This design comes from an exercise in tuning for small area, a short achievable clock period and few clock cycles on the open sky130 flow, not from production work.
Only simulation tests tie the RTL to the original design; equivalence was not proved.
Power figures rest on the tool's default switching activity, not on a simulated workload.

==> design/flow/design.v <==
module control_unit (
    input wire clk,
    input wire reset,
    input wire [7:0] data_in,
    output reg rd,
    output reg wr,
    output reg dsel,
    output reg sub,
    output reg [1:0] mop,
    output reg [3:0] mopd
);
    wire [3:0] op    = data_in[7:4];
    wire       ld    = !dsel && (op == 4'h1 || op == 4'h2 || op == 4'h3 || op == 4'h4);
    wire       st    = !dsel && (op == 4'h5);
    always @(posedge clk or posedge reset) begin
        if (reset) begin
            rd   <= 1'b0;
            wr   <= 1'b0;
            dsel <= 1'b0;
        end else begin
            rd   <= ld;
            wr   <= st;
            dsel <= ld || st;
        end
    end
    always @(posedge clk) begin
        sub  <= (op == 4'h2);
        mop  <= data_in[5:4];
        mopd <= data_in[3:0];
    end
endmodule
module datapath (
    input wire clk,
    input wire reset,
    input wire [7:0] data_in,
    input wire rd,
    input wire dsel,
    input wire sub,
    input wire [1:0] mop,
    output reg [7:0] pc,
    output reg [7:0] acc
);
    reg        carry;
    wire [3:0] op  = data_in[7:4];
    wire [3:0] opd = data_in[3:0];
    wire       fetch = !dsel;
    wire       zero = (acc == 8'h00);
    reg        cond;
    always @(*) begin
        case (op[1:0])
            2'b00: cond = 1'b0;      
            2'b01: cond = 1'b1;      
            2'b10: cond = zero;      
            default: cond = carry;   
        endcase
    end
    wire       take = (op[3:2] == 2'b10) && cond;
    wire [7:0] inc  = pc + 8'h01;
    always @(posedge clk or posedge reset) begin
        if (reset)
            pc <= 8'h00;
        else if (fetch)
            pc <= take ? {4'h0, opd} : inc;
    end
    wire [7:0] ax = acc ^ {8{sub}};
    wire [7:0] g0 = ax & data_in;
    wire [7:0] p0 = ax | data_in;
    wire [7:0] g1, p1, g2, p2, g3;
    genvar i;
    generate
        for (i = 0; i < 8; i = i + 1) begin : pf
            if (i >= 1) begin : l1
                assign g1[i] = g0[i] | (p0[i] & g0[i-1]);
                assign p1[i] = p0[i] & p0[i-1];
            end else begin : l1z
                assign g1[i] = g0[i];
                assign p1[i] = p0[i];
            end
            if (i >= 2) begin : l2
                assign g2[i] = g1[i] | (p1[i] & g1[i-2]);
                assign p2[i] = p1[i] & p1[i-2];
            end else begin : l2z
                assign g2[i] = g1[i];
                assign p2[i] = p1[i];
            end
            if (i >= 4) begin : l3
                assign g3[i] = g2[i] | (p2[i] & g2[i-4]);
            end else begin : l3z
                assign g3[i] = g2[i];
            end
        end
    endgenerate
    wire [8:0] c   = {g3, 1'b0};                 
    wire [7:0] sum = acc ^ data_in ^ c[7:0];
    wire is_ar  = rd && (mop[1] ^ mop[0]);       
    wire is_and = rd && (mop == 2'b11);
    wire is_ld  = rd && (mop == 2'b00);
    wire [7:0] k = {8{is_ld}} | ({8{is_and}} & acc);
    wire is_nl = (op[3:1] == 3'b011);            
    wire is_sr = (op == 4'h8);                   
    wire [7:0] nl = op[0] ? {acc[6:0], 1'b0} : ~acc;
    wire [7:0] sr = {1'b0, acc[7:1]};
    wire       c_nl = op[0] ? acc[7] : 1'b1;
    wire [7:0] f_acc = is_nl ? nl : (is_sr ? sr : acc);
    wire       f_c   = is_nl ? c_nl : (is_sr ? 1'b0 : carry);
    reg [7:0] acc_n;
    reg       c_n;
    always @(*) begin
        if (is_ar) begin
            acc_n = sum;
            c_n   = c[8];
        end else if (rd) begin
            acc_n = data_in & k;
            c_n   = 1'b0;
        end else if (fetch) begin
            acc_n = f_acc;
            c_n   = f_c;
        end else begin
            acc_n = acc;
            c_n   = carry;
        end
    end
    always @(posedge clk or posedge reset) begin
        if (reset) begin
            acc   <= 8'h00;
            carry <= 1'b0;
        end else begin
            acc   <= acc_n;
            carry <= c_n;
        end
    end
endmodule
module cpu_8bit (
    input wire clk,
    input wire reset,
    input wire [7:0] data_in,
    output wire [7:0] data_out,
    output wire [7:0] address,
    output wire mem_write
);
    wire       rd;         
    wire       wr;         
    wire       dsel;       
    wire       sub;        
    wire [1:0] mop;        
    wire [3:0] mopd;       
    wire [7:0] pc;
    wire [7:0] acc;
    control_unit ctrl (
        .clk(clk),
        .reset(reset),
        .data_in(data_in),
        .rd(rd),
        .wr(wr),
        .dsel(dsel),
        .sub(sub),
        .mop(mop),
        .mopd(mopd)
    );
    datapath dp (
        .clk(clk),
        .reset(reset),
        .data_in(data_in),
        .rd(rd),
        .dsel(dsel),
        .sub(sub),
        .mop(mop),
        .pc(pc),
        .acc(acc)
    );
    assign address   = dsel ? {4'h0, mopd} : pc;
    assign data_out  = acc;
    assign mem_write = wr;
endmodule
==> design/flow/flow/run.sh <==
#!/bin/bash
# Standard layout, except: no full/half-adder cells in synthesis, plain
# buffers on the ports, and resizing free to change a cell's footprint.
export BUFFER_PORTS_ARGS="-buffer_cell sky130_fd_sc_hd__buf_2"
bash standard.sh ADDER_MAP_FILE= MATCH_CELL_FOOTPRINT=0 finish > standard.log 2>&1
==> design/flow/standard.sh <==
#!/bin/bash
# synth_recipe.tcl (not shown) runs the flow's synth.tcl, then flattens the netlist and writes it again
# the make line also repeats each setting of config.mk as NAME=value (left out here)
make -C /OpenROAD-flow-scripts/flow DESIGN_CONFIG=/design/flow/config.mk WORK_HOME=/design/flow/orfs CLKGATE_MAP_FILE= SYNTH_SCRIPT=/design/flow/synth_recipe.tcl "${@:-finish}"
==> design/flow/config.mk <==
export PLATFORM = sky130hd
export DESIGN_NAME = cpu_8bit
export DESIGN_NICKNAME = cpu_8bit
export VERILOG_FILES = /design/flow/design.v
export SDC_FILE = /design/flow/constraint.sdc
export NUM_CORES = 4
export LEC_CHECK = 0
export ABC_AREA = 1
export CAP_MARGIN = 20
export CORE_MARGIN = 2
export CORE_UTILIZATION = 40
export SETUP_SLACK_MARGIN = 2.0
export SLEW_MARGIN = 20
==> design/flow/constraint.sdc <==
create_clock -name core_clock -period 4.0 [get_ports {clk}]
set_input_delay 0.8000 -clock core_clock [delete_from_list [all_inputs] [get_ports {clk}]]
set_output_delay 0.8000 -clock core_clock [all_outputs]
set_load 0.01 [all_outputs]
==> impl_metrics.yaml, run 1 <==
outcome:
  outcome: "complete, no violations"
synthesis:
  yosysSeqAreaShare_pct: 31.0
  yosys_warnings: 2
  syn_inst: 322
  syn-cell-area_sq_mm: 0.00207
  synth_edf_count: 0
  ys_ff_latch: 27
  syn_nets: 332
  avgSynthCellArea_sq_um: 6.42
  yosys_most_used_dff: "dfrtp_1"
  postSynth.asyncResetShare_pct: 74.1
  synth.distinct_cells: 41
clock_tree:
  max-clock-path-buffers: 2
  cts_root_buffer: "clkbuf_8"
  cts_inserted_buffers: 3
  clk_latency_ps: 270
  clkSlewWorstSetupHoldPaths_ps: 100
  cts_tree: "built"
  htree_num_levels: 1
  hold_buffers: 0
  clock_sinks: 27
setup_path:
  endpoint: "address[3]"
  rr_worst_depth: 10
  r2r_start: "ctrl.sub$_DFF_P_"
  startpoint_type: "flop"
  cp_max_fo: 6
  endpoint_kind: "output port"
  crit_start: "ctrl.dsel$_DFF_PP0_"
  critical_path_arrival_ps: 1180
  required_ps: 3200
  r2r_slack_ps: 2210
  timing.rr.end: "dp.acc[3]$_DFFE_PP0P_"
  criticalPathCategory: "reg2out"
die:
  rows: 26
  core_area_sq_mm: 0.00504
  pin_count: 27
  die-area_sq_mm: 0.00576
  initial_core_util_pct: 41.0
  die_x_microns: 75.9
  dieHeight_microns: 75.9
pwr:
  p_leak_nw: 1.24
  seqPwrFrac_pct: 35.7
  swShare_pct: 47.5
  p_int_uw: 669
  clockPowerShare_pct: 12.6
  ir_drop_uv: 200
  power.total_mw: 1.27
  powerDensity_mw_per_mm2: 542
  comb_power_share_pct: 51.6
  p_sw_uw: 605
cells_and_area:
  antennaDiodeCount: 0
  area_growth_pct: 13.6
  nNetsFinal: 364
  fin_cells: 423
  drive_gt1_share_pct: 16.1
sta:
  hold_viol_final: 0
  period_needed_ps: 1980
  max_slew_margin_pct: 44.1
  max_freq_ghz: 0.504
  fin_setup_tns_ps: 0
  fin_crit_sh_pct: 49.6
  setup_viol: 0
  drv_slew: 0
  clock_skew_ps: 1.98
  rsz0062_at_grt: "true"
  tightest_slew_ps: 837
run:
  max_cap_viol_count: 0
grt:
  grt_max_degree: 21
  grt_usage_pct: 21.1
  grt_pass1_vias: 2115
  antenna_found_initial: 0
  grt_pass1_wl_mm: 10.1
  grt-ovfl-total: 0
route:
  wl_per_cell_microns: 13.9
  drt_iter0_drc: 143
  drc_errors: 0
  drt-total-wl_mm: 5.90
  via_per_inst: 5.22
  antenna_left: 0
  num_vias: 2208
  first_pass_iters: 5
placement:
  port_buffers: 26
  place_congestion: 0.916
  dp_hpwl_mm: 4.39
  placed_cells: 410
hold_path:
  hold_path.class: "reg2reg"
[timing repair]
action,CTS,global route
pin swaps,0,1
resized for setup,2,6
setup endpoints to repair,8,10
buffers inserted,2,7
[cell usage after synthesis (all sizes together), types with 3 or more instances]
library cell | count | area share [%]
buf | 7 | 2.8
xnor2 | 6 | 2.5
or2 | 3 | 0.91
a22oi | 3 | 1.1
inv | 41 | 7.6
o21ai | 27 | 6.5
nand4 | 3 | 0.91
xor2 | 6 | 2.5
nand2 | 100 | 19
nor2 | 35 | 7.1
dfrtp | 20 | 24
nand3 | 29 | 7.3
dfxtp | 7 | 6.8
a21oi | 17 | 4.7
[layer usage]
layer  global-route usage [%]  wire length [microns]  vias to the layer above  share of wire, %
li1                         -                      -                     1103                 -
met1                     28.1                   2650                     1007                45
met2                     37.2                   2760                       84                47
met3                     1.79                    369                       14               6.3
met4                     4.73                    112                        0               1.9
met5                        0                      0                        -                 0
[state kept, by name (all words and copies together), names as in the netlist]
signal / flops
dp.acc: 8
dp.pc: 8
ctrl.mopd: 4
ctrl.mop: 2
ctrl.dsel: 1
ctrl.rd: 1
ctrl.sub: 1
ctrl.wr: 1
dp.carry: 1
[worst max-delay path: stages (launching register included)]
cell     delay (ps)
dfrtp_2         500
buf_4           160
nand2_1          40
o21ai_0          60
buf_2           140
[placed cells by master (no fill, tap or decap), types with 3 or more instances in the layout]
master    netlist  layout
nand2_1        98      98
inv_1          36      35
nor2_1         31      31
nand3_1        28      28
buf_2           2      25
o21ai_0        23      22
dfrtp_1        20      19
a21oi_1        16      16
buf_4           2       8
dfxtp_1         7       7
xor2_1          6       6
xnor2_1         6       6
o21ai_1         4       5
inv_2           4       3
nand4_1         3       3
nor2_2          3       3
a22oi_1         3       3
clkbuf_8        0       3
[per-stage QoR]
stage | setup slack [ps] | area (sq um) | hold WS [ps] | util [%]
6_report | 2020 | 2350 | 549 | 46.6
5_1_grt | 1950 | 2350 | 589 | 46.6
4_1_cts | 1990 | 2290 | 553 | 45.4
3_5_place_dp | 1820 | 2220 | 536 | 44.1
3_3_place_gp | 1820 | 2220 | 523 | 44.1
2_1_floorplan | 2140 | 2070 | 490 | -
[power groups by stage]
stage	Sequential [mW]	Combinational, mW	Clock, mW
after global placement	0.460	0.630	0
after floorplan	0.433	0.476	0
after detailed placement	0.460	0.633	0
after global routing	0.468	0.753	0.177
after CTS	0.453	0.641	0.165
final	0.455	0.658	0.161
[cells by family after synthesis]
kind of cell	share of synthesized area [%]
and+or+nand+nor	36.4
AOI/OAI and AO/OA	16.6
buffers and inverters	11.0
DFF	31.0
xor gates and xnor gates	5.08
[area by class of cell]
| type | instances | area [sq um] |
|---|---|---|
| multi-input cells | 244 | 1200 |
| flip-flops and latches | 27 | 642 |
| clock buffers | 4 | 45.0 |
| inverters | 43 | 171 |
| repair buffers | 35 | 204 |
| fillers | 557 | 2690 |
| well taps | 70 | 87.6 |
[worst min-delay path by stage]
stage	start	end	slack (ps)	depth (start not counted)
finish	dp.pc[7]$_DFFE_PP0N_	dp.pc[7]$_DFFE_PP0N_	550	3
floorplan	dp.carry$_DFFE_PP0P_	dp.carry$_DFFE_PP0P_	490	2
global route	dp.pc[1]$_DFFE_PP0N_	dp.pc[1]$_DFFE_PP0N_	590	2
global placement	dp.carry$_DFFE_PP0P_	dp.carry$_DFFE_PP0P_	520	2
CTS	dp.pc[7]$_DFFE_PP0N_	dp.pc[7]$_DFFE_PP0N_	550	3
detailed placement	dp.pc[7]$_DFFE_PP0N_	dp.pc[7]$_DFFE_PP0N_	540	3
Testbench counts, summed over its fixed seeds: cycles 52,861.
==> run 2, diff against run 1 <==
--- a/design/flow/config.mk
+++ b/design/flow/config.mk
@@ -9,5 +9,5 @@
 export CAP_MARGIN = 20
 export CORE_MARGIN = 2
 export CORE_UTILIZATION = 40
-export SETUP_SLACK_MARGIN = 2.0
+export SETUP_SLACK_MARGIN = 2.2
 export SLEW_MARGIN = 20
==> impl_metrics.yaml, run 2 <==
sta:
  drv_slew: 0
  clock_skew_ps: 2.73
  fin_crit_sh_pct: 49.1
  period_needed_ps: 1960
  rsz0062_at_grt: "true"
  fin_setup_tns_ps: 0
  tightest_slew_ps: 803
  hold-worst-slack_ps: 547
  layout_setup_ws_ps: 2040
  setup_viol: 0
  hold_viol_final: 0
  max_freq_ghz: 0.509
  max_slew_margin_pct: 46.4
setup_path:
  criticalPathCategory: "reg2out"
  startpoint_type: "flop"
  required_ps: 3200
  timing.rr.end: "ctrl.dsel$_DFF_PP0_"
  rr_worst_depth: 6
  cp_max_fo: 6
  endpoint_kind: "output port"
  r2r_start: "ctrl.dsel$_DFF_PP0_"
  critical_path_arrival_ps: 1160
  r2r_slack_ps: 2340
grt:
  grt-ovfl-total: 0
  grt_usage_pct: 21.2
  grt_pass1_wl_mm: 10.1
  grt_pass1_vias: 2136
  antenna_found_initial: 0
  grt_max_degree: 21
cells_and_area:
  nNetsFinal: 369
  nFillCells: 527
  ff_latch_area_sq_um: 649
  multi_input_area_sq_mm: 0.00127
  mostFrequentLayoutCell: "nand2_1"
  fin_util_pct: 49.6
  layout_common_cells: "nand2_1 (90), inv_1 (35), nor2_1 (29)"
  area_growth_pct: 21.0
  antennaDiodeCount: 0
  fin_cells: 428
  final_area_sq_mm: 0.00250
  drive_gt1_share_pct: 22.9
  top_regs: "dp.acc (8), dp.pc (8), ctrl.mopd (4)"
synthesis:
  yosysTopAreaCell: "dfrtp_1"
  yosys_most_used_dff: "dfrtp_1"
  yosysTopAreaCellShare_pct: 24.2
  yosysSeqAreaShare_pct: 31.0
  syn_inst: 322
  synth_most_common_cell: "nand2_1"
  syn-cell-area_sq_mm: 0.00207
  postSynth.asyncResetShare_pct: 74.1
  synth.distinct_cells: 41
  syn_nets: 332
  synth_edf_count: 0
  ys_ff_latch: 27
  synth_area_leaders: "dfrtp_1 (24%), nand2_1 (18%), dfxtp_1 (6.8%)"
  avgSynthCellArea_sq_um: 6.42
  yosys_warnings: 2
  synthTopCellsByCount: "nand2_1 (98), inv_1 (36), nor2_1 (31)"
clock_tree:
  clkSlewWorstSetupHoldPaths_ps: 100
  clk_latency_ps: 270
  cts_inserted_buffers: 3
  clock_sinks: 27
  cts_tree: "built"
  max-clock-path-buffers: 2
  cts_root_buffer: "clkbuf_8"
  htree_num_levels: 1
pwr:
  swShare_pct: 47.5
  p_leak_nw: 1.28
  comb_power_share_pct: 52.6
  power.total_mw: 1.31
  p_sw_uw: 624
  p_int_uw: 690
  clockPowerShare_pct: 12.2
  ir_drop_uv: 257
  seqPwrFrac_pct: 35.2
  powerDensity_mw_per_mm2: 525
hold_path:
  hold_start: "dp.pc[6]$_DFFE_PP0N_"
  hold_end: "dp.pc[6]$_DFFE_PP0N_"
  whs_path_depth: 2
  hold_path.class: "reg2reg"
placement:
  place_congestion: 0.851
  dp_hpwl_mm: 4.39
  placed_cells: 410
  port_buffers: 26
  placed_cell_area_sq_mm: 0.00224
  dp_slack_ps: 1820
route:
  wl_per_cell_microns: 14.0
  num_vias: 2229
  drt-total-wl_mm: 5.98
  via_per_inst: 5.21
  drt_iter0_drc: 156
  antenna_left: 0
  first_pass_iters: 4
  drc_errors: 0
outcome:
  outcome: "complete, no violations"
die:
  die-area_sq_mm: 0.00576
  pin_count: 27
  initial_core_util_pct: 41.0
  dieHeight_microns: 75.9
  die_x_microns: 75.9
  core_area_sq_mm: 0.00504
  rows: 26
run:
  max_cap_viol_count: 0
-- run 2: how the worst max path moves through the flow --
| stage | slack, ps | end | depth (start not counted) | start |
|---|---|---|---|---|
| floorplan | 2160 | dp.acc[3]$_DFFE_PP0P_ | 11 | data_in[6] |
| global placement | 1820 | dp.acc[5]$_DFFE_PP0P_ | 6 | data_in[6] |
| detailed placement | 1820 | dp.acc[3]$_DFFE_PP0P_ | 10 | data_in[4] |
| CTS | 2030 | address[1] | 4 | ctrl.dsel$_DFF_PP0_ |
| global route | 1990 | address[1] | 4 | ctrl.dsel$_DFF_PP0_ |
| finish | 2040 | address[0] | 4 | ctrl.dsel$_DFF_PP0_ |
-- run 2: timing repair --
action,CTS,global route
setup buffers,9,4
gates cloned,0,1
endpoints found under the setup margin,13,27
hold buffers,0,0
pin swaps,5,5
resized for setup,16,29
-- run 2: cells by family (layout without fill, tap and decap cells) --
kind of cell    after synthesis  in the layout  share of synthesized area, %
buf+inv                      51             87                          11.0
compound gates               57             57                          16.6
flops                        27             27                          31.0
xor+xnor                     12             12                          5.08
simple gates                175            175                          36.4
-- run 2: metal layers --
layer	share of wire [%]	vias to the layer above	global-route usage, %
met5	0	-	0
met4	2.2	0	7.27
met3	5.0	16	1.79
met2	48	75	36.2
met1	45	1028	28.4
li1	-	1110	-
-- run 2: area by class of cell --
| class | count | area share, % |
|---|---|---|
| sequential | 27 | 26.0 |
| tap | 70 | 3.50 |
| timing repair buffer | 39 | 10.3 |
| inverter | 43 | 7.60 |
| clock buffer | 4 | 1.80 |
| timing repair inverter | 1 | 0.200 |
| multi-input combinational | 244 | 50.7 |
-- run 2: worst max-delay path, stage by stage (launching register included) --
cell	delay, ps
dfrtp_2	500
buf_6	170
nand2_2	50
nand2_1	40
buf_2	130
-- run 2: power groups by stage --
stage                     Sequential (mW)  Combinational, mW  Clock [mW]
after global placement              0.464              0.629           0
after CTS                           0.457              0.663       0.164
after floorplan                     0.433              0.481           0
after detailed placement            0.464              0.634           0
final                               0.463              0.691       0.160
after global routing                0.476              0.789       0.175
==> run 3, diff against run 2 <==
--- a/design/flow/config.mk
+++ b/design/flow/config.mk
@@ -9,5 +9,5 @@
 export CAP_MARGIN = 20
 export CORE_MARGIN = 2
 export CORE_UTILIZATION = 40
-export SETUP_SLACK_MARGIN = 2.2
+export SETUP_SLACK_MARGIN = 2.1
 export SLEW_MARGIN = 20
==> impl_metrics.yaml, run 3 <==
clock_tree:
  cts_inserted_buffers: 3
  clk_latency_ps: 270
  cts_tree: "built"
  htree_num_levels: 1
  max-clock-path-buffers: 2
  clkSlewWorstSetupHoldPaths_ps: 100
  hold_buffers: 0
  clock_sinks: 27
  cts_root_buffer: "clkbuf_8"
synthesis:
  ys_ff_latch: 27
  syn_inst: 322
  synthTopCellsByCount: "nand2_1 (98), inv_1 (36), nor2_1 (31)"
  yosys_most_used_dff: "dfrtp_1"
  yosysTopAreaCell: "dfrtp_1"
  synth_area_leaders: "dfrtp_1 (24%), nand2_1 (18%), dfxtp_1 (6.8%)"
  synth_most_common_cell: "nand2_1"
  yosysSeqAreaShare_pct: 31.0
  synth_edf_count: 0
  yosysTopAreaCellShare_pct: 24.2
  postSynth.asyncResetShare_pct: 74.1
  synth.distinct_cells: 41
  syn_nets: 332
  syn-cell-area_sq_mm: 0.00207
  yosys_warnings: 2
  avgSynthCellArea_sq_um: 6.42
cells_and_area:
  final_area_sq_mm: 0.00242
  layout_common_cells: "nand2_1 (96), inv_1 (35), nand3_1 (28)"
  nNetsFinal: 366
  area_growth_pct: 17.1
  mostFrequentLayoutCell: "nand2_1"
  antennaDiodeCount: 0
  top_regs: "dp.acc (8), dp.pc (8), ctrl.mopd (4)"
  drive_gt1_share_pct: 18.9
route:
  via_per_inst: 5.24
  num_vias: 2229
  antenna_left: 0
  drt_iter0_drc: 148
  first_pass_iters: 4
  drc_errors: 0
  drt-total-wl_mm: 6.06
  wl_per_cell_microns: 14.3
placement:
  dp_slack_ps: 1820
  dp_hpwl_mm: 4.39
  placed_cell_area_sq_mm: 0.00222
  port_buffers: 26
  place_congestion: 0.916
setup_path:
  timing.rr.end: "dp.pc[1]$_DFFE_PP0N_"
  cp_max_fo: 5
  r2r_start: "dp.acc[7]$_DFFE_PP0P_"
  endpoint_kind: "output port"
  critical_path_arrival_ps: 1170
  rr_worst_depth: 7
  cp_common_cell: "nand2_1"
  r2r_slack_ps: 2330
  path_cells: "buf_4, nand2_1, nand2_1, buf_2"
  criticalPathCategory: "reg2out"
  crit_start: "ctrl.dsel$_DFF_PP0_"
  cp.depth: 4
  startpoint_type: "flop"
  crit_family: "flip-flops"
  endpoint: "address[0]"
  required_ps: 3200
  crit_buf_inv: 2
  slowest_delay_ps: 500
  crit_slowest_cell: "dfrtp_2"
hold_path:
  whs_path_depth: 3
  hold_path.class: "reg2reg"
pwr:
  ir_drop_uv: 199
  powerDensity_mw_per_mm2: 536
  power.total_mw: 1.30
  p_leak_nw: 1.25
sta:
  rsz0062_at_grt: "true"
  layout_setup_ws_ps: 2030
  drv_slew: 0
  max_slew_margin_pct: 43.3
  fin_setup_tns_ps: 0
  clock_skew_ps: 3.62
  fin_crit_sh_pct: 49.1
  hold_viol_final: 0
  hold-worst-slack_ps: 548
  max_freq_ghz: 0.509
  setup_viol: 0
  tightest_slew_ps: 849
  period_needed_ps: 1970
grt:
  grt_pass1_wl_mm: 10.4
  grt_max_degree: 21
  grt_usage_pct: 21.7
  grt_pass1_vias: 2149
  grt-ovfl-total: 0
  antenna_found_initial: 0
die:
  pin_count: 27
  rows: 26
  die-area_sq_mm: 0.00576
  dieHeight_microns: 75.9
  initial_core_util_pct: 41.0
  die_x_microns: 75.9
  core_area_sq_mm: 0.00504
outcome:
  outcome: "complete, no violations"
run:
  max_cap_viol_count: 0
-- run 3: cell counts after synthesis --
Identical to the previous run, type by type.
-- run 3: report_power, final --
part / switching [mW] / total, mW / internal [mW]
Combinational: 0.414 / 0.680 / 0.267
Sequential: 0.114 / 0.456 / 0.342
Clock: 0.0903 / 0.162 / 0.0715
-- run 3: cells by family (layout without fill, tap and decap cells) --
kind of cell	count (synthesis)	count (layout)	synth area share (%)
flip-flops	27	27	31.0
AND/OR/NAND/NOR	175	175	36.4
buffers and inverters	51	84	11.0
XOR/XNOR	12	12	5.08
AO/OA/AOI/OAI	57	57	16.6
-- run 3: routing by layer --
layer	share of wire, %	vias up	wire, microns	GRT usage (%)
li1	-	1106	-	-
met1	44	1033	2660	28.3
met2	47	80	2870	38.0
met3	7.1	10	433	3.33
met4	1.6	0	94	4.73
met5	0	-	0	0
-- run 3: worst min path at each step --
stage | startpoint | endpoint | slack, ps
finish | dp.pc[7]$_DFFE_PP0N_ | dp.pc[7]$_DFFE_PP0N_ | 550
global route | dp.pc[1]$_DFFE_PP0N_ | dp.pc[1]$_DFFE_PP0N_ | 590
CTS | dp.pc[7]$_DFFE_PP0N_ | dp.pc[7]$_DFFE_PP0N_ | 550
detailed placement | dp.pc[7]$_DFFE_PP0N_ | dp.pc[7]$_DFFE_PP0N_ | 540
global placement | dp.carry$_DFFE_PP0P_ | dp.carry$_DFFE_PP0P_ | 520
floorplan | dp.carry$_DFFE_PP0P_ | dp.carry$_DFFE_PP0P_ | 490
-- run 3: worst reg2reg max path: stages (launching register included) --
cell,delay [ps]
dfrtp_1,530
or2_1,320
o31ai_4,340
nand2_1,150
nand2_1,80
o21ai_1,50
nand2_1,50
nand2_1,40
-- run 3: timing repair --
item	4_1_cts	5_1_grt
setup endpoints to repair	8	20
gates resized for setup	10	17
pin swaps	5	4
setup buffers	6	5
endpoints found under the hold margin	0	0
-- run 3: through the flow --
stage,cells,util [%]
2_1_floorplan,322,-
3_3_place_gp,410,44.1
3_5_place_dp,410,44.1
5_1_grt,425,48.0
4_1_cts,420,46.2
6_report,425,48.0
-- run 3: layout make-up --
| type | count | area [sq um] |
|---|---|---|
| multi-input combinational | 244 | 1240 |
| inverter | 43 | 174 |
| tap | 70 | 87.6 |
| timing repair buffer | 37 | 235 |
| clock buffer | 4 | 45.0 |
| sequential | 27 | 643 |
| fill | 557 | 2620 |
==> run 4, diff against run 3 <==
==> design/flow/flow/run.sh (replaced) <==
#!/bin/bash
# Standard layout, except:
#  - synthesis maps with flow/abc.script and without full/half-adder cells,
#  - the ports get plain buffers,
#  - resizing may change a cell's footprint.
F=$(pwd)/flow
export FLOW_ABC_SCRIPT=$F/abc.script
export BUFFER_PORTS_ARGS="-buffer_cell sky130_fd_sc_hd__buf_2"
bash standard.sh SYNTH_SCRIPT=$F/synth_abc.tcl ADDER_MAP_FILE= MATCH_CELL_FOOTPRINT=0 finish > standard.log 2>&1
==> design/flow/flow/abc.script (new file) <==
strash
dch
map -a
topo
stime -c
==> design/flow/flow/synth_abc.tcl (new file) <==
# synth_recipe.tcl with one change: abc runs the script in flow/abc.script
# instead of ORFS's abc_area.script. Everything else is the same.
proc synth {args} { yosys synth -nofsm -noshare {*}$args }
proc abc {args} {
  set i [lsearch -exact $args -script]
  if { $i >= 0 } { lset args [expr {$i + 1}] $::env(FLOW_ABC_SCRIPT) }
  yosys abc {*}$args
}
source $::env(SCRIPTS_DIR)/synth.tcl
# left out here: clear keep_hierarchy, flatten, clean up, hide names made inside functions, write 1_2_yosys.v
--- a/design/flow/config.mk
+++ b/design/flow/config.mk
@@ -9,5 +9,5 @@
 export CAP_MARGIN = 20
 export CORE_MARGIN = 2
 export CORE_UTILIZATION = 40
-export SETUP_SLACK_MARGIN = 2.1
+export SETUP_SLACK_MARGIN = 2.0
 export SLEW_MARGIN = 20
==> impl_metrics.yaml, run 4 <==
synthesis:
  synth_edf_count: 0
  yosysSeqAreaShare_pct: 35.6
  yosys_warnings: 2
  syn_nets: 269
  yosysTopAreaCell: "dfrtp_1"
  postSynth.asyncResetShare_pct: 74.1
  yosys_most_used_dff: "dfrtp_1"
  synth_most_common_cell: "nand2_1"
  avgSynthCellArea_sq_um: 6.95
  syn_inst: 259
  synth.distinct_cells: 27
  yosysTopAreaCellShare_pct: 27.8
  synthTopCellsByCount: "nand2_1 (53), clkinv_1 (35), nor2_1 (34)"
  synth_area_leaders: "dfrtp_1 (28%), nand2_1 (11%), dfxtp_1 (7.8%)"
  ys_ff_latch: 27
  syn-cell-area_sq_mm: 0.00180
sta:
  setup_viol: 0
  drv_slew: 0
  rsz0062_at_grt: "true"
  clock_skew_ps: 1.80
  fin_crit_sh_pct: 49.6
  layout_setup_ws_ps: 2010
  period_needed_ps: 1990
  hold_viol_final: 0
  tightest_slew_ps: 764
  fin_setup_tns_ps: 0
  max_slew_margin_pct: 48.8
  hold-worst-slack_ps: 539
  max_freq_ghz: 0.504
clock_tree:
  cts_tree: "built"
  clock_sinks: 27
  htree_num_levels: 1
  hold_buffers: 0
  cts_inserted_buffers: 3
  clkSlewWorstSetupHoldPaths_ps: 90
  clk_latency_ps: 270
  max-clock-path-buffers: 2
  cts_root_buffer: "clkbuf_8"
grt:
  grt_usage_pct: 21.4
  grt_max_degree: 24
  grt_pass1_wl_mm: 8.61
  grt-ovfl-total: 0
  antenna_found_initial: 0
  grt_pass1_vias: 1848
die:
  pin_count: 27
  core_area_sq_mm: 0.00435
  rows: 24
  initial_core_util_pct: 41.3
  die-area_sq_mm: 0.00505
  die_x_microns: 71.1
  dieHeight_microns: 71.1
cells_and_area:
  mostFrequentLayoutCell: "nand2_1"
  fin_util_pct: 56.3
  layout_common_cells: "nand2_1 (49), clkinv_1 (28), nor2_1 (28)"
  drive_gt1_share_pct: 30.5
  area_growth_pct: 36.2
  top_regs: "dp.acc (8), dp.pc (8), ctrl.mopd (4)"
  antennaDiodeCount: 0
  fin_cells: 370
  nNetsFinal: 329
placement:
  dp_hpwl_mm: 3.57
  port_buffers: 26
  dp_slack_ps: 1390
  place_congestion: 0.825
  placed_cells: 338
setup_path:
  startpoint_type: "flop"
  critical_path_arrival_ps: 1190
  path_cells: "buf_6, o21ai_1, buf_2"
  endpoint_kind: "output port"
  crit_slowest_cell: "dfrtp_4"
  cp_max_fo: 4
  criticalPathCategory: "reg2out"
  slowest_delay_ps: 530
  required_ps: 3200
route:
  m1WireLength_mm: 2.35
  first_pass_iters: 4
  antenna_left: 0
  route.met2.wl_mm: 2.59
  met3_length_microns: 192
  num_vias: 1972
  drc_errors: 0
  via_per_inst: 5.33
  wl_per_cell_microns: 14.3
  highest_layer: "met4"
  drt-total-wl_mm: 5.28
  drt_iter0_drc: 108
pwr:
  powerDensity_mw_per_mm2: 507
  ir_drop_uv: 247
  p_leak_nw: 1.05
hold_path:
  hold_path.class: "reg2reg"
run:
  max_cap_viol_count: 0
outcome:
  outcome: "complete, no violations"
## run 4: cell types whose count changed in the layout (fill, tap and decap cells not counted), moves of 4 or more
cell and delta:
xor2_1 +7, nand3_1 -24, nand2_1 -47, inv_1 -35, buf_4 +15, clkinv_1 +27, o211ai_1 +5, a31oi_1 +7
nor3_1 +4
## run 4: path summary, 6_finish.rpt
path / to / from / slack, ps / depth (start not counted)
max reg2reg: dp.acc[7]$_DFFE_PP0P_ / ctrl.rd$_DFF_PP0_ / 2100 / 7
min reg2reg: dp.pc[7]$_DFFE_PP0N_ / dp.pc[7]$_DFFE_PP0N_ / 540 / 2
min: dp.pc[7]$_DFFE_PP0N_ / dp.pc[7]$_DFFE_PP0N_ / 540 / 2
max in group asynchronous: ctrl.dsel$_DFF_PP0_ / reset / 3030 / 2
max: address[2] / ctrl.dsel$_DFF_PP0_ / 2010 / 3
min in group asynchronous: dp.pc[7]$_DFFE_PP0N_ / reset / 560 / 2
## run 4: through the flow
step | area [sq um] | power (mW)
2_1_floorplan | 1860 | 0.836
3_3_place_gp | 2060 | 1.01
3_5_place_dp | 2060 | 1.01
4_1_cts | 2240 | 1.19
5_1_grt | 2450 | 1.35
6_report | 2450 | 1.24
## run 4: kinds of logic (layout without fill, tap and decap cells)
logic type                Yosys count  in the layout  synth area share (%)
AOI/OAI and AO/OA                  74             74                  24.3
xor gates and xnor gates           19             19                  9.25
buffers and inverters              35             93                  7.30
and+or+nand+nor                   104            105                  23.5
DFF                                27             27                  35.6
## run 4: routing by layer
metal | GRT usage (%) | vias up
li1 | - | 995
met1 | 28.0 | 911
met2 | 36.4 | 51
met3 | 2.14 | 15
met4 | 8.18 | 0
met5 | 0 | -
## run 4: power breakdown
part           leakage (nW)  internal, mW  switching (mW)
registers             0.297         0.348           0.108
logic                 0.734         0.273           0.359
clock network        0.0228        0.0713          0.0818
## run 4: worst max-delay path, delay by kind of cell, from the launching register on
kind	cells	cell delay (ps)
buf+inv	2	290
flops	1	530
compound gates	1	100
## run 4: final cells by class
cell class | count | area (sq um)
clock buffers | 4 | 45.0
fillers | 424 | 1900
inverters | 35 | 145
multi-input cells | 198 | 1150
flip-flops and latches | 27 | 652
well taps | 52 | 65.1
repair buffers | 54 | 389
## run 4: repair_timing
item | CTS | global route
cloned | 1 | 0
pin swaps | 3 | 17
setup buffers | 14 | 13
endpoints found under the hold margin | 0 | 0
setup endpoints to repair | 21 | 25
resized for setup | 9 | 37
==> run 5, diff against run 4 <==
==> design/flow/flow/abc.script (replaced) <==
strash
dch
map -B 0.9
topo
stime -c
==> impl_metrics.yaml, run 5 <==
outcome:
  outcome: "complete, no violations"
placement:
  placed_cell_area_sq_mm: 0.00216
  dp_hpwl_mm: 4.29
  dp_slack_ps: 1540
  place_congestion: 0.941
  port_buffers: 26
  placed_cells: 407
synthesis:
  ys_ff_latch: 27
  syn_nets: 324
  synth_edf_count: 0
  synth.distinct_cells: 24
  synth_most_common_cell: "nand2_1"
  syn_inst: 314
  avgSynthCellArea_sq_um: 6.20
  yosys_warnings: 2
  yosysTopAreaCell: "dfrtp_1"
  yosysTopAreaCellShare_pct: 25.7
  postSynth.asyncResetShare_pct: 74.1
  synthTopCellsByCount: "nand2_1 (100), clkinv_1 (43), nor2_1 (35)"
  yosysSeqAreaShare_pct: 32.9
  syn-cell-area_sq_mm: 0.00195
  yosys_most_used_dff: "dfrtp_1"
  synth_area_leaders: "dfrtp_1 (26%), nand2_1 (19%), clkinv_1 (8.3%)"
sta:
  fin_crit_sh_pct: 49.1
  drv_slew: 0
  fin_setup_tns_ps: 0
  tightest_slew_ps: 736
  max_slew_margin_pct: 50.7
  max_freq_ghz: 0.509
  hold-worst-slack_ps: 535
  clock_skew_ps: 2.48
  setup_viol: 0
  layout_setup_ws_ps: 2030
  rsz0062_at_grt: "true"
  period_needed_ps: 1970
  hold_viol_final: 0
pwr:
  clockPowerShare_pct: 12.3
  seqPwrFrac_pct: 35.4
  p_sw_uw: 608
  powerDensity_mw_per_mm2: 534
  swShare_pct: 47.3
  p_leak_nw: 1.11
  p_int_uw: 679
  ir_drop_uv: 254
  comb_power_share_pct: 52.2
grt:
  grt_pass1_wl_mm: 9.58
  grt_max_degree: 21
  antenna_found_initial: 0
  grt-ovfl-total: 0
  grt_usage_pct: 22.6
  grt_pass1_vias: 1971
setup_path:
  cp_max_fo: 5
  timing.rr.end: "dp.acc[2]$_DFFE_PP0P_"
  r2r_slack_ps: 2180
  criticalPathCategory: "reg2out"
  required_ps: 3200
  endpoint_kind: "output port"
  startpoint_type: "flop"
  crit_start: "ctrl.dsel$_DFF_PP0_"
  critical_path_arrival_ps: 1170
  rr_worst_depth: 10
  endpoint: "address[2]"
  r2r_start: "ctrl.sub$_DFF_P_"
clock_tree:
  max-clock-path-buffers: 2
  htree_num_levels: 1
  cts_tree: "built"
  clock_sinks: 27
  clk_latency_ps: 270
  cts_inserted_buffers: 3
  cts_root_buffer: "clkbuf_8"
  clkSlewWorstSetupHoldPaths_ps: 90
hold_path:
  hold_path.class: "in2async"
cells_and_area:
  final_area_sq_mm: 0.00241
  area_growth_pct: 23.7
  drive_gt1_share_pct: 18.5
  ff_latch_area_sq_um: 643
  layout_common_cells: "nand2_1 (96), clkinv_1 (38), nor2_1 (29)"
  antennaDiodeCount: 0
  nFillCells: 505
  multi_input_area_sq_mm: 0.00122
  top_regs: "dp.acc (8), dp.pc (8), ctrl.mopd (4)"
  nNetsFinal: 367
  fin_cells: 423
  mostFrequentLayoutCell: "nand2_1"
route:
  first_pass_iters: 4
  num_vias: 2217
  via_per_inst: 5.24
  drt_iter0_drc: 114
  wl_per_cell_microns: 13.9
  antenna_left: 0
  drt-total-wl_mm: 5.87
  drc_errors: 0
die:
  dieHeight_microns: 73.8
  pin_count: 27
  die_x_microns: 73.8
  initial_core_util_pct: 41.2
  rows: 25
  die-area_sq_mm: 0.00544
  core_area_sq_mm: 0.00472
run:
  max_cap_viol_count: 0
-- run 5: cell count changes in the layout (fill, tap and decap cells not counted), sizes merged, moves of 3 or more --
| cell | before | now |
|---|---|---|
| buf | 54 | 37 |
| inv | 4 | 1 |
| a31oi | 9 | 2 |
| nand3 | 6 | 29 |
| nand2 | 53 | 100 |
| clkinv | 28 | 38 |
| xor2 | 14 | 6 |
| o211ai | 5 | 0 |
| nor3 | 5 | 1 |
-- run 5: power by group through the flow --
stage	clock network (mW)	logic (mW)	registers, mW
5_1_grt	0.174	0.769	0.468
3_5_place_dp	0	0.616	0.460
6_report	0.159	0.672	0.456
4_1_cts	0.162	0.645	0.453
2_1_floorplan	0	0.444	0.445
3_3_place_gp	0	0.612	0.458
-- run 5: worst min path at each step --
stage	from	to	slack [ps]	depth (start not counted)
3_5_place_dp	dp.pc[6]$_DFFE_PP0N_	dp.pc[6]$_DFFE_PP0N_	530	2
2_1_floorplan	dp.carry$_DFFE_PP0P_	dp.carry$_DFFE_PP0P_	490	2
3_3_place_gp	dp.pc[6]$_DFFE_PP0N_	dp.pc[6]$_DFFE_PP0N_	530	2
6_report	reset	dp.pc[6]$_DFFE_PP0N_	540	2
4_1_cts	dp.pc[6]$_DFFE_PP0N_	dp.pc[6]$_DFFE_PP0N_	540	2
5_1_grt	reset	ctrl.wr$_DFF_PP0_	570	2
-- run 5: per-layer routing --
layer	track usage (%)	wire (microns)	vias up
met1	33.7	2750	1026
met3	3.70	331	4
li1	-	-	1117
met4	2.83	46	0
met2	35.1	2740	70
met5	0	0	-
-- run 5: critical path, cell delays in order, from the launching register on --
cell,delay [ps]
dfrtp_2,480
buf_6,160
o21ai_1,120
buf_2,140
-- run 5: logic make-up after synthesis --
kind of cell	after synthesis	synth area share [%]
XOR/XNOR	12	5.40
AO/OA/AOI/OAI	57	16.3
AND/OR/NAND/NOR	175	37.1
flip-flops	27	32.9
buffers and inverters	43	8.29
-- run 5: area by class of cell --
cell class                      instances  area share [%]
Clock inverter                          1           0.312
Sequential cell                        27            26.7
Multi-Input combinational cell        244            50.7
Timing Repair Buffer                   38            9.66
Tap cell                               67            3.48
Clock buffer                            3            1.71
Inverter                               43            7.43
-- run 5: per-stage QoR --
| stage | utilization (%) | power, mW |
|---|---|---|
| floorplan | - | 0.889 |
| global placement | 45.8 | 1.07 |
| detailed placement | 45.8 | 1.08 |
| CTS | 48.8 | 1.26 |
| global route | 51.0 | 1.41 |
| finish | 51.0 | 1.29 |
-- run 5: repair_timing --
| action | CTS | global route |
|---|---|---|
| gates cloned | 0 | 1 |
| buffers inserted | 6 | 5 |
| setup endpoints to repair | 17 | 23 |
| hold buffers | 0 | 0 |
| resized for setup | 12 | 22 |
| pin swaps | 2 | 1 |
==> run 6, diff against run 5 <==
==> design/flow/flow/abc.script (replaced) <==
strash
dch
map -B 0.9 -D 1200
topo
stime -c
buffer -c
upsize -c -D 1200
dnsize -c -D 1200
==> impl_metrics.yaml, run 6 <==
cells_and_area:
  drive_gt1_share_pct: 18.1
  layout_common_cells: "nand2_1 (98), inv_1 (37), nor2_1 (32)"
  antennaDiodeCount: 0
  top_regs: "dp.acc (8), dp.pc (8), ctrl.mopd (4)"
  mostFrequentLayoutCell: "nand2_1"
  nFillCells: 492
  nNetsFinal: 371
  area_growth_pct: 19.6
  fin_cells: 427
sta:
  fin_setup_tns_ps: 0
  max_freq_ghz: 0.510
  period_needed_ps: 1960
  max_slew_margin_pct: 43.8
  rsz0062_at_grt: "true"
  drv_slew: 0
  setup_viol: 0
  clock_skew_ps: 3.23
  fin_crit_sh_pct: 49.0
  hold_viol_final: 0
  tightest_slew_ps: 842
synthesis:
  yosys_warnings: 2
  synth-xor-area-share_pct: 5.20
  postSynth.asyncResetShare_pct: 74.1
  yosysTopAreaCell: "dfrtp_1"
  synth_area_leaders: "dfrtp_1 (25%), nand2_1 (18%), inv_1 (7.4%)"
  synth_compound_area_share_pct: 17.0
  syn-cell-area_sq_mm: 0.00202
  yosysSeqAreaShare_pct: 31.7
  avgSynthCellArea_sq_um: 6.27
  synthMuxAreaShare_pct: 0
  yosysTopAreaCellShare_pct: 24.8
  synthSimpleGateAreaFrac_pct: 35.9
  ys_ff_latch: 27
  synthTopCellsByCount: "nand2_1 (99), inv_1 (40), nor2_1 (35)"
  syn_inst: 322
  synth.distinct_cells: 34
  yosys_most_used_dff: "dfrtp_1"
  synth_top_family_by_area: "simple AND/OR/NAND/NOR gates"
  synth_edf_count: 0
  synth_most_common_cell: "nand2_1"
  syn_nets: 332
  synthAdderAreaFrac_pct: 0
die:
  initial_core_util_pct: 42.2
  die_x_microns: 75.1
  die-area_sq_mm: 0.00563
  pin_count: 27
  dieHeight_microns: 75.1
  core_area_sq_mm: 0.00479
  rows: 25
grt:
  grt_usage_pct: 22.4
  antenna_found_initial: 0
  busiest_layer: "met2"
  gr-usage-met3_pct: 2.28
  grt_max_degree: 21
  grt_pass1_wl_mm: 9.48
  grt-ovfl-total: 0
  grt_pass1_vias: 2026
  grtUsageMet1_pct: 29.6
  met2_usage_pct: 37.8
setup_path:
  slowest_delay_ps: 260
  rr_worst_depth: 11
  required_ps: 4160
  endpoint_kind: "flop"
  critical_path_arrival_ps: 2120
  startpoint_type: "input port"
  path_cells: "buf_2, inv_2, nor2_1, nand2_2, nand2_1, a21oi_4, buf_4, a221oi_1, a21oi_1"
  criticalPathCategory: "in2reg"
  cp_max_fo: 7
  crit_slowest_cell: "a221oi_1"
placement:
  place_congestion: 0.884
  placed_cells: 407
  port_buffers: 26
  dp_hpwl_mm: 4.29
route:
  antenna_left: 0
  drt-total-wl_mm: 6.01
  wl_per_cell_microns: 14.1
  drt_iter0_drc: 174
  first_pass_iters: 4
  via_per_inst: 5.19
  drc_errors: 0
  num_vias: 2215
outcome:
  outcome: "complete, no violations"
clock_tree:
  htree_num_levels: 1
  clkSlewWorstSetupHoldPaths_ps: 100
  max-clock-path-buffers: 2
  cts_inserted_buffers: 3
  cts_root_buffer: "clkbuf_8"
  clock_sinks: 27
  clk_latency_ps: 270
  cts_tree: "built"
  hold_buffers: 0
pwr:
  ir_drop_uv: 305
  p_leak_nw: 1.28
  powerDensity_mw_per_mm2: 534
hold_path:
  hold_path.class: "reg2reg"
  whs_path_depth: 3
run:
  max_cap_viol_count: 0
[run 6: cell types whose count changed in the layout (fill, tap and decap cells not counted), sizes merged]
| cell | change |
|---|---|
| inv | +39 |
| clkinv | -37 |
| buf | +3 |
| clkinvlp | -3 |
| clkbuf | +2 |
[run 6: repair_timing]
action / 4_1_cts / 5_1_grt
endpoints found under the setup margin: 17 / 18
setup buffers: 4 / 12
gates cloned: 0 / 0
pin swaps: 0 / 3
gates resized for setup: 6 / 15
hold endpoints to repair: 0 / 0
[run 6: cells by family after synthesis]
family          count (synthesis)
simple gates                  175
buf+inv                        51
xor+xnor                       12
flops                          27
compound gates                 57
[run 6: power breakdown]
part	switching [mW]	leakage (nW)	internal [mW]
logic	0.415	0.951	0.267
clock network	0.0888	0.0228	0.0715
registers	0.106	0.303	0.342
[run 6: worst paths after layout]
path / from / end / slack (ps)
min in group asynchronous: reset / dp.pc[5]$_DFFE_PP0N_ / 680
hold / removal: dp.pc[7]$_DFFE_PP0N_ / dp.pc[7]$_DFFE_PP0N_ / 540
max in group asynchronous: reset / ctrl.dsel$_DFF_PP0_ / 2750
hold reg to reg: dp.pc[7]$_DFFE_PP0N_ / dp.pc[7]$_DFFE_PP0N_ / 540
setup reg to reg: ctrl.dsel$_DFF_PP0_ / dp.pc[7]$_DFFE_PP0N_ / 2210
setup / recovery: data_in[6] / dp.acc[5]$_DFFE_PP0P_ / 2040
[run 6: per-layer routing]
| metal | up-vias | part of all wire (%) | wire (microns) |
|---|---|---|---|
| li1 | 1119 | - | - |
| met1 | 1009 | 45 | 2690 |
| met2 | 75 | 48 | 2890 |
| met3 | 12 | 4.8 | 291 |
| met4 | 0 | 2.3 | 140 |
| met5 | - | 0 | 0 |
[run 6: through the flow]
step                setup WS, ps  power (mW)  instance area [sq um]  util, %  hold WS [ps]
floorplan                   2020       0.902                   2020        -           490
global placement            1660        1.08                   2190     45.7           521
detailed placement          1660        1.08                   2190     45.7           531
CTS                         2010        1.26                   2290     47.8           547
global route                1960        1.42                   2420     50.5           594
finish                      2040        1.29                   2420     50.5           544
[run 6: final cells by class]
class	count	area, sq um	area share [%]
well taps	67	83.8	3.47
clock buffers	4	45.0	1.86
repair buffers	42	267	11.0
flip-flops and latches	27	643	26.6
multi-input cells	244	1200	49.8
inverters	43	174	7.20
[run 6: critical path: cells and delay by family]
family	cells	cell delay, ps
buf+inv	3	410
simple gates	3	440
compound gates	3	470
==> run 7, diff against run 6 <==
==> design/flow/flow/abc.script (replaced) <==
strash
map -a -B 0.9
topo
stime -c
buffer -c
upsize -c
dnsize -c
==> impl_metrics.yaml, run 7 <==
synthesis:
  yosysTopAreaCellShare_pct: 24.2
  avgSynthCellArea_sq_um: 6.86
  synth_most_common_cell: "o21ai_0"
  synth.distinct_cells: 39
  syn_inst: 301
  syn-cell-area_sq_mm: 0.00207
  postSynth.asyncResetShare_pct: 74.1
  yosys_most_used_dff: "dfrtp_1"
  synth_area_leaders: "dfrtp_1 (24%), o21ai_0 (12%), nand2_1 (8.0%)"
  yosys_warnings: 2
  synthTopCellsByCount: "o21ai_0 (49), nand2_1 (44), nor2_1 (33)"
  synth_edf_count: 0
  yosysSeqAreaShare_pct: 31.0
  yosysTopAreaCell: "dfrtp_1"
  ys_ff_latch: 27
  syn_nets: 311
clock_tree:
  max-clock-path-buffers: 2
  clock_sinks: 27
  cts_tree: "built"
  clkSlewWorstSetupHoldPaths_ps: 100
  clk_latency_ps: 280
  htree_num_levels: 1
  cts_inserted_buffers: 3
  cts_root_buffer: "clkbuf_8"
  hold_buffers: 0
sta:
  fin_crit_sh_pct: 50.5
  period_needed_ps: 2020
  clock_skew_ps: 4.56
  tightest_slew_ps: 882
  setup_viol: 0
  max_freq_ghz: 0.495
  rsz0062_at_grt: "true"
  hold_viol_final: 0
  max_slew_margin_pct: 41.1
  drv_slew: 0
  fin_setup_tns_ps: 0
outcome:
  outcome: "complete, no violations"
placement:
  dp_hpwl_mm: 3.92
  place_congestion: 0.857
  port_buffers: 26
cells_and_area:
  top_regs: "dp.acc (8), dp.pc (8), ctrl.mopd (4)"
  nNetsFinal: 344
  layout_common_cells: "o21ai_0 (44), nand2_1 (43), nor2_1 (30)"
  antennaDiodeCount: 0
  drive_gt1_share_pct: 21.3
  area_growth_pct: 22.2
  mostFrequentLayoutCell: "o21ai_0"
setup_path:
  criticalPathCategory: "reg2out"
  endpoint_kind: "output port"
  r2r_slack_ps: 2130
  startpoint_type: "flop"
  critical_path_arrival_ps: 1220
  r2r_start: "dp.acc[1]$_DFFE_PP0P_"
  required_ps: 3200
  cp_max_fo: 10
  rr_worst_depth: 10
  timing.rr.end: "dp.acc[7]$_DFFE_PP0P_"
route:
  drt_iter0_drc: 105
  via_per_inst: 5.33
  wl_per_cell_microns: 14.4
  antenna_left: 0
  num_vias: 2148
  first_pass_iters: 5
  drc_errors: 0
  drt-total-wl_mm: 5.80
pwr:
  ir_drop_uv: 233
  power.total_mw: 1.36
  powerDensity_mw_per_mm2: 540
  p_leak_nw: 1.11
die:
  core_area_sq_mm: 0.00504
  initial_core_util_pct: 41.0
  rows: 26
  die-area_sq_mm: 0.00576
  die_x_microns: 75.9
  dieHeight_microns: 75.9
  pin_count: 27
grt:
  grt_max_degree: 22
  grt_usage_pct: 20.6
  grt_pass1_wl_mm: 9.12
  grt-ovfl-total: 0
  antenna_found_initial: 0
  grt_pass1_vias: 1916
hold_path:
  hold_end: "dp.carry$_DFFE_PP0P_"
  hold_path.class: "reg2reg"
  hold_start: "dp.carry$_DFFE_PP0P_"
  whs_path_depth: 2
run:
  max_cap_viol_count: 0
==> run 7: cell count changes after synthesis, moves of 4 or more <==
cell	previous run	this run
inv_1	40	29
nand2_1	99	44
nand3_1	29	19
nor3_1	1	5
o21ai_0	26	49
o21ai_1	1	11
xnor2_1	6	13
xor2_1	6	15
==> run 7: kinds of logic after synthesis <==
kind of cell / count (synthesis) / share of synthesized area, %
DFF: 27 / 31.0
buffers and inverters: 45 / 9.14
AOI/OAI and AO/OA: 85 / 22.8
and+or+nand+nor: 114 / 24.2
muxes: 2 / 0.969
xor gates and xnor gates: 28 / 11.9
==> run 7: worst max path at each step <==
stage / start / slack [ps] / end / cells after the start
2_1_floorplan: data_in[5] / 2000 / dp.carry$_DFFE_PP0P_ / 8
3_3_place_gp: data_in[5] / 1280 / dp.acc[1]$_DFFE_PP0P_ / 7
3_5_place_dp: data_in[5] / 1290 / dp.acc[3]$_DFFE_PP0P_ / 7
4_1_cts: ctrl.dsel$_DFF_PP0_ / 1970 / address[1] / 3
5_1_grt: ctrl.dsel$_DFF_PP0_ / 1920 / address[3] / 5
6_report: ctrl.dsel$_DFF_PP0_ / 1980 / address[3] / 5
==> run 7: layout make-up <==
class | count | area, sq um
sequential | 27 | 649
inverter | 32 | 128
multi-input combinational | 229 | 1330
clock buffer | 4 | 45.0
tap | 70 | 87.6
timing repair buffer | 41 | 289
fill | 508 | 2520
==> run 7: layer usage <==
| metal | share of wire [%] | GRT usage, % | routed length (microns) |
|---|---|---|---|
| met1 | 45 | 28.2 | 2620 |
| met2 | 50 | 35.6 | 2890 |
| met3 | 4.0 | 1.98 | 230 |
| met4 | 0.95 | 3.70 | 55 |
| met5 | 0 | 0 | 0 |
==> run 7: critical path, stage by stage (launching register included) <==
cell and delay [ps]:
dfrtp_4 500, buf_12 150, clkinvlp_4 80, nand2_1 50, nand2_1 50, buf_2 120
==> run 7: what timing repair did <==
item                                    CTS  global route
endpoints found under the setup margin   25            25
pin swaps                                 2             2
gates resized for setup                   9            22
buffers inserted                          7             7
==> run 7: power breakdown <==
part           switching [mW]  internal [mW]
clock network          0.0945         0.0716
logic                   0.430          0.308
registers               0.113          0.345
total                   0.638          0.724
==> run 7: through the flow <==
| stage | utilization (%) | cell area [sq um] | hold WS, ps | setup slack [ps] | std cells |
|---|---|---|---|---|---|
| floorplan | - | 2090 | 501 | 2000 | 301 |
| global placement | 44.3 | 2230 | 542 | 1280 | 385 |
| detailed placement | 44.3 | 2230 | 556 | 1290 | 385 |
| CTS | 47.5 | 2400 | 571 | 1970 | 396 |
| global route | 50.0 | 2520 | 617 | 1920 | 403 |
| finish | 50.0 | 2520 | 569 | 1980 | 403 |
==> run 8, diff against run 7 <==
==> design/flow/flow/abc.script (replaced) <==
strash
dch
map -a
topo
stime -c
buffer -c
upsize -c
dnsize -c
==> impl_metrics.yaml, run 8 <==
outcome:
  outcome: "complete, no violations"
synthesis:
  postSynth.asyncResetShare_pct: 74.1
  ys_ff_latch: 27
  yosysTopAreaCellShare_pct: 25.3
  synth_area_leaders: "dfrtp_1 (25%), nand2_1 (9.5%), dfxtp_1 (7.1%)"
  yosys_most_used_dff: "dfrtp_1"
  synth.distinct_cells: 47
  syn_nets: 280
  yosys_warnings: 2
  syn_inst: 270
  syn-cell-area_sq_mm: 0.00198
  synth_most_common_cell: "nand2_1"
  yosysTopAreaCell: "dfrtp_1"
  synthTopCellsByCount: "nand2_1 (50), inv_1 (32), nor2_1 (29)"
  yosysSeqAreaShare_pct: 32.3
  avgSynthCellArea_sq_um: 7.34
  synth_edf_count: 0
clock_tree:
  cts_inserted_buffers: 3
  cts_tree: "built"
  clk_latency_ps: 280
  cts_root_buffer: "clkbuf_8"
  max-clock-path-buffers: 2
  htree_num_levels: 1
  clkSlewWorstSetupHoldPaths_ps: 110
  clock_sinks: 27
  hold_buffers: 0
pwr:
  ir_drop_uv: 183
  power.total_mw: 1.26
  p_leak_nw: 1.08
  clockPowerShare_pct: 13.5
  swShare_pct: 45.6
  seqPwrFrac_pct: 36.0
  p_sw_uw: 572
  comb_power_share_pct: 50.5
  p_int_uw: 683
  powerDensity_mw_per_mm2: 542
placement:
  dp_hpwl_mm: 3.70
  placed_cells: 353
  place_congestion: 0.833
  port_buffers: 26
setup_path:
  required_ps: 3200
  path_cells: "buf_6, nand2_1, o21ai_2, buf_2"
  startpoint_type: "flop"
  criticalPathCategory: "reg2out"
  crit_start: "ctrl.dsel$_DFF_PP0_"
  timing.rr.end: "dp.acc[1]$_DFFE_PP0P_"
  rr_worst_depth: 6
  cp_max_fo: 5
  r2r_start: "ctrl.rd$_DFF_PP0_"
  slowest_delay_ps: 480
  r2r_slack_ps: 2110
  endpoint_kind: "output port"
  crit_slowest_cell: "dfrtp_2"
  critical_path_arrival_ps: 1150
grt:
  met2_usage_pct: 33.0
  antenna_found_initial: 0
  grt_usage_pct: 19.9
  grt-ovfl-total: 0
  gr-usage-met3_pct: 1.90
  grtUsageMet1_pct: 28.0
  grt_pass1_wl_mm: 8.49
  grt_pass1_vias: 1750
  grt_max_degree: 24
  busiest_layer: "met2"
cells_and_area:
  layout_common_cells: "nand2_1 (48), inv_1 (29), nor2_1 (28)"
  fin_cells: 367
  multi_input_area_sq_mm: 0.00117
  top_regs: "dp.acc (8), dp.pc (8), ctrl.mopd (4)"
  area_growth_pct: 17.1
  drive_gt1_share_pct: 27.0
  ff_latch_area_sq_um: 648
  antennaDiodeCount: 0
  nNetsFinal: 311
  nFillCells: 503
  mostFrequentLayoutCell: "nand2_1"
die:
  die_x_microns: 74.4
  core_area_sq_mm: 0.00475
  dieHeight_microns: 74.4
  initial_core_util_pct: 41.7
  rows: 25
  die-area_sq_mm: 0.00553
  pin_count: 27
sta:
  rsz0062_at_grt: "true"
  drv_slew: 0
  setup_viol: 0
  tightest_slew_ps: 817
  fin_setup_tns_ps: 0
  max_slew_margin_pct: 45.5
  hold_viol_final: 0
  clock_skew_ps: 7.16
  max_freq_ghz: 0.512
  period_needed_ps: 1950
  fin_crit_sh_pct: 48.8
route:
  antenna_left: 0
  drt_iter0_drc: 105
  wl_per_cell_microns: 14.3
  drt-total-wl_mm: 5.24
  num_vias: 1928
  drc_errors: 0
  first_pass_iters: 5
  via_per_inst: 5.25
hold_path:
  whs_path_depth: 2
  hold_end: "dp.pc[7]$_DFFE_PP0N_"
  hold_path.class: "reg2reg"
  hold_start: "dp.pc[7]$_DFFE_PP0N_"
run:
  max_cap_viol_count: 0
## run 8: timing repair
item | CTS | global route
gates resized for setup | 5 | 21
setup endpoints to repair | 15 | 14
buffers inserted | 7 | 3
pin swaps | 1 | 7
## run 8: layer usage
layer  vias to the layer above  wire (microns)
met1                       902            2360
met4                         0              42
met5                         -               0
met3                         4             367
li1                        957               -
met2                        65            2470
## run 8: area by class of cell
class                      instances  area share [%]
clock buffer                       3            1.78
inverter                          35            5.77
multi-input combinational        197            50.7
timing repair buffer              37            9.88
sequential                        27            28.0
clock inverter                     1           0.324
tap                               67            3.62
## run 8: worst max-delay path: cells and delay by family (launching register included)
| kind | cells | cell delay, ps |
|---|---|---|
| DFF | 1 | 480 |
| buffers and inverters | 2 | 280 |
| and+or+nand+nor | 1 | 70 |
| AOI/OAI and AO/OA | 1 | 50 |
## run 8: worst max path at each step
stage               cells past startpoint                    end  slack [ps]
floorplan                              10  dp.acc[6]$_DFFE_PP0P_        2110
global placement                       11  dp.acc[4]$_DFFE_PP0P_        1500
detailed placement                     11  dp.acc[4]$_DFFE_PP0P_        1430
CTS                                     4             address[0]        1990
global route                            6  dp.acc[1]$_DFFE_PP0P_        1950
finish                                  4             address[1]        2050
## run 8: power groups by stage
stage / sequential [mW] / clock [mW] / combinational (mW)
floorplan: 0.416 / 0 / 0.479
global placement: 0.457 / 0 / 0.590
detailed placement: 0.458 / 0 / 0.593
CTS: 0.448 / 0.171 / 0.612
global route: 0.463 / 0.177 / 0.713
finish: 0.453 / 0.169 / 0.634
## run 8: logic make-up after synthesis
family	count (synthesis)	share of synthesized area, %
flops	27	32.3
simple gates	104	24.2
compound gates	74	24.2
buf+inv	46	10.1
xor+xnor	19	9.16
## run 8: stage by stage
step / util (%) / instance area [sq um] / hold WS (ps) / worst slack, ps
3_3_place_gp: 44.9 / 2140 / 512 / 1500
5_1_grt: 48.8 / 2320 / 557 / 1950
6_report: 48.8 / 2320 / 537 / 2050
2_1_floorplan: - / 1980 / 503 / 2110
4_1_cts: 47.3 / 2250 / 540 / 1990
3_5_place_dp: 44.9 / 2140 / 526 / 1430
==> run 9, diff against run 8 <==
==> design/flow/flow/abc.script (replaced) <==
strash
dch
map -a -B 0.9
topo
stime -c
buffer -c
upsize -c
dnsize -c
==> impl_metrics.yaml, run 9 <==
outcome:
  outcome: "complete, no violations"
synthesis:
  syn-cell-area_sq_mm: 0.00195
  syn_inst: 274
  synth_edf_count: 0
  yosys_most_used_dff: "dfrtp_1"
  synth_area_leaders: "dfrtp_1 (26%), dfxtp_1 (7.2%), xor2_1 (7.2%)"
  yosysTopAreaCellShare_pct: 25.7
  postSynth.asyncResetShare_pct: 74.1
  yosysSeqAreaShare_pct: 32.8
  syn_nets: 284
  avgSynthCellArea_sq_um: 7.12
  yosysTopAreaCell: "dfrtp_1"
  synth.distinct_cells: 38
  synthTopCellsByCount: "nand2_1 (37), nor2_1 (37), inv_1 (36)"
  ys_ff_latch: 27
  yosys_warnings: 2
sta:
  clock_skew_ps: 10.8
  setup_viol: 0
  max_slew_margin_pct: 47.9
  max_freq_ghz: 0.517
  fin_setup_tns_ps: 0
  fin_crit_sh_pct: 48.4
  hold-worst-slack_ps: 573
  period_needed_ps: 1930
  rsz0062_at_grt: "false"
  tightest_slew_ps: 780
  hold_viol_final: 0
  drv_slew: 0
setup_path:
  criticalPathCategory: "reg2out"
  crit_slowest_cell: "dfrtp_2"
  path_cells: "buf_6, o21ai_0, buf_2"
  r2r_slack_ps: 2130
  crit_family: "flip-flops"
  endpoint_kind: "output port"
  crit_start: "ctrl.dsel$_DFF_PP0_"
  crit_buf_inv: 2
  r2r_start: "dp.acc[1]$_DFFE_PP0P_"
  critical_path_arrival_ps: 1130
  slowest_delay_ps: 430
  required_ps: 3200
  cp_max_fo: 13
  startpoint_type: "flop"
grt:
  grt-ovfl-total: 0
  grt_pass1_wl_mm: 8.42
  grt_pass1_vias: 1801
  grt_usage_pct: 20.1
  grt_max_degree: 21
  antenna_found_initial: 0
clock_tree:
  cts_inserted_buffers: 3
  cts_tree: "built"
  clock_sinks: 27
  cts_root_buffer: "clkbuf_8"
  clkSlewWorstSetupHoldPaths_ps: 90
  clk_latency_ps: 280
  hold_buffers: 0
  max-clock-path-buffers: 2
  htree_num_levels: 1
cells_and_area:
  layout_common_cells: "nor2_1 (36), nand2_1 (35), inv_1 (33)"
  final_area_sq_mm: 0.00232
  nNetsFinal: 316
  drive_gt1_share_pct: 23.6
  mostFrequentLayoutCell: "nor2_1"
  nFillCells: 500
  top_regs: "dp.acc (8), dp.pc (8), ctrl.mopd (4)"
  area_growth_pct: 18.7
  antennaDiodeCount: 0
route:
  drt_iter0_drc: 80
  num_vias: 1925
  wl_per_cell_microns: 13.9
  antenna_left: 0
  via_per_inst: 5.17
  drt-total-wl_mm: 5.18
  first_pass_iters: 4
  drc_errors: 0
die:
  initial_core_util_pct: 41.3
  dieHeight_microns: 73.8
  die_x_microns: 73.8
  pin_count: 27
  die-area_sq_mm: 0.00545
  core_area_sq_mm: 0.00472
  rows: 25
pwr:
  power.total_mw: 1.26
  powerDensity_mw_per_mm2: 545
  ir_drop_uv: 187
  p_leak_nw: 1.09
hold_path:
  hold_start: "dp.pc[6]$_DFFE_PP0N_"
  hold_path.class: "reg2reg"
placement:
  placed_cell_area_sq_mm: 0.00212
  port_buffers: 26
  place_congestion: 0.904
  dp_hpwl_mm: 3.68
run:
  max_cap_viol_count: 0
-- run 9: cell types whose count changed after synthesis, sizes merged, moves of 3 or more --
| cell | previous run | this run |
|---|---|---|
| nand2 | 53 | 37 |
| a31oi | 9 | 4 |
| o22ai | 0 | 3 |
| inv | 34 | 42 |
| a21oi | 19 | 22 |
| nor2 | 34 | 41 |
| xnor2 | 5 | 1 |
| o21ai | 27 | 32 |
-- run 9: metal layers --
| layer | vias to the layer above | global-route usage, % | routed length, microns | part of all wire (%) |
|---|---|---|---|---|
| met2 | 49 | 34.2 | 2630 | 51 |
| met1 | 895 | 26.6 | 2290 | 44 |
| met3 | 7 | 2.06 | 179 | 3.5 |
| met5 | - | 0 | 0 | 0 |
| li1 | 974 | - | - | - |
| met4 | 0 | 6.67 | 79 | 1.5 |
-- run 9: final cells by class --
type / count / area, sq um / share of cell area [%]
timing repair inverter: 1 / 7.51 / 0.324
tap: 67 / 83.8 / 3.62
timing repair buffer: 36 / 229 / 9.89
multi-input combinational: 194 / 1130 / 48.9
sequential: 27 / 644 / 27.8
clock buffer: 4 / 45.0 / 1.94
inverter: 43 / 173 / 7.46
-- run 9: cell families (layout without fill, tap and decap cells) --
logic type	after synthesis	count (layout)	synth area share [%]
simple gates	94	94	21.2
buf+inv	53	84	10.9
flops	27	27	32.8
xor+xnor	17	17	7.63
compound gates	83	83	27.4
-- run 9: what timing repair did --
action / 4_1_cts / 5_1_grt
setup buffers: 3 / 7
setup endpoints to repair: 17 / 14
gates resized for setup: 5 / 18
pin swaps: 0 / 5
gates cloned: 0 / 1
-- run 9: worst reg2reg max path: cells and delay by family, from the launching register on --
kind	cells	cell delay [ps]
compound gates	5	1040
xor+xnor	1	200
flops	1	490
-- run 9: power breakdown --
group          leakage (nW)  switching (mW)  internal [mW]
clock network        0.0228          0.0878         0.0716
logic                 0.768           0.390          0.259
registers             0.300           0.103          0.352
-- run 9: final timing paths --
check	to	cells past startpoint
max in group asynchronous	ctrl.dsel$_DFF_PP0_	2
setup / recovery	address[3]	3
hold / removal	dp.pc[6]$_DFFE_PP0N_	2
setup reg to reg	dp.carry$_DFFE_PP0P_	6
min in group asynchronous	dp.pc[0]$_DFFE_PP0N_	2
hold reg to reg	dp.pc[6]$_DFFE_PP0N_	2
-- run 9: through the flow --
step	utilization [%]	setup WS, ps	std cells
after floorplan	-	2010	274
after global placement	44.9	1570	357
after detailed placement	44.9	1510	357
after CTS	46.7	2010	364
after global routing	49.0	1980	372
final	49.0	2070	372

## port drivers added, routing unchanged
The flow's constraints put no driver on any port. The routed layouts listed below were extracted and timed again, unchanged, in two steps.
Step 1 (the two cells are an assumption about what drives the block):
set clk [get_ports {clk}]
set_driving_cell -lib_cell sky130_fd_sc_hd__clkbuf_16 $clk
set_driving_cell -lib_cell sky130_fd_sc_hd__buf_2 [delete_from_list [all_inputs] $clk]
Step 2 moves the port delays by t, midway between the first and last clock arrival at a register: inputs arrive t later, outputs are due t later. That takes back most of the time a late clock gives input paths.
Slacks: ideal ports / drivers / drivers and shift; pairs: ideal ports / drivers.
run | t (ns) | slack for setup (ns) | worst setup path after step 2
run 1 | 0.296 | 2.017 / 1.992 / 1.796 | input to register
run 2 | 0.298 | 2.037 / 2.010 / 1.993 | input to register
run 3 | 0.296 | 2.034 / 2.010 / 1.857 | input to register
run 4 | 0.292 | 2.014 / 1.990 / 1.768 | input to register
run 5 | 0.301 | 2.035 / 2.006 / 1.768 | input to register
run 6 | 0.300 | 2.040 / 2.017 / 1.746 | input to register
run 7 | 0.301 | 1.980 / 1.953 / 1.800 | input to register
run 8 | 0.302 | 2.047 / 2.020 / 1.809 | input to register
run 9 | 0.302 | 2.066 / 2.039 / 1.781 | input to register
After both steps every run listed still meets setup and hold. The setup slack of run 6, which loses most, moves by -0.023 ns with the drivers and by -0.294 ns with both steps.
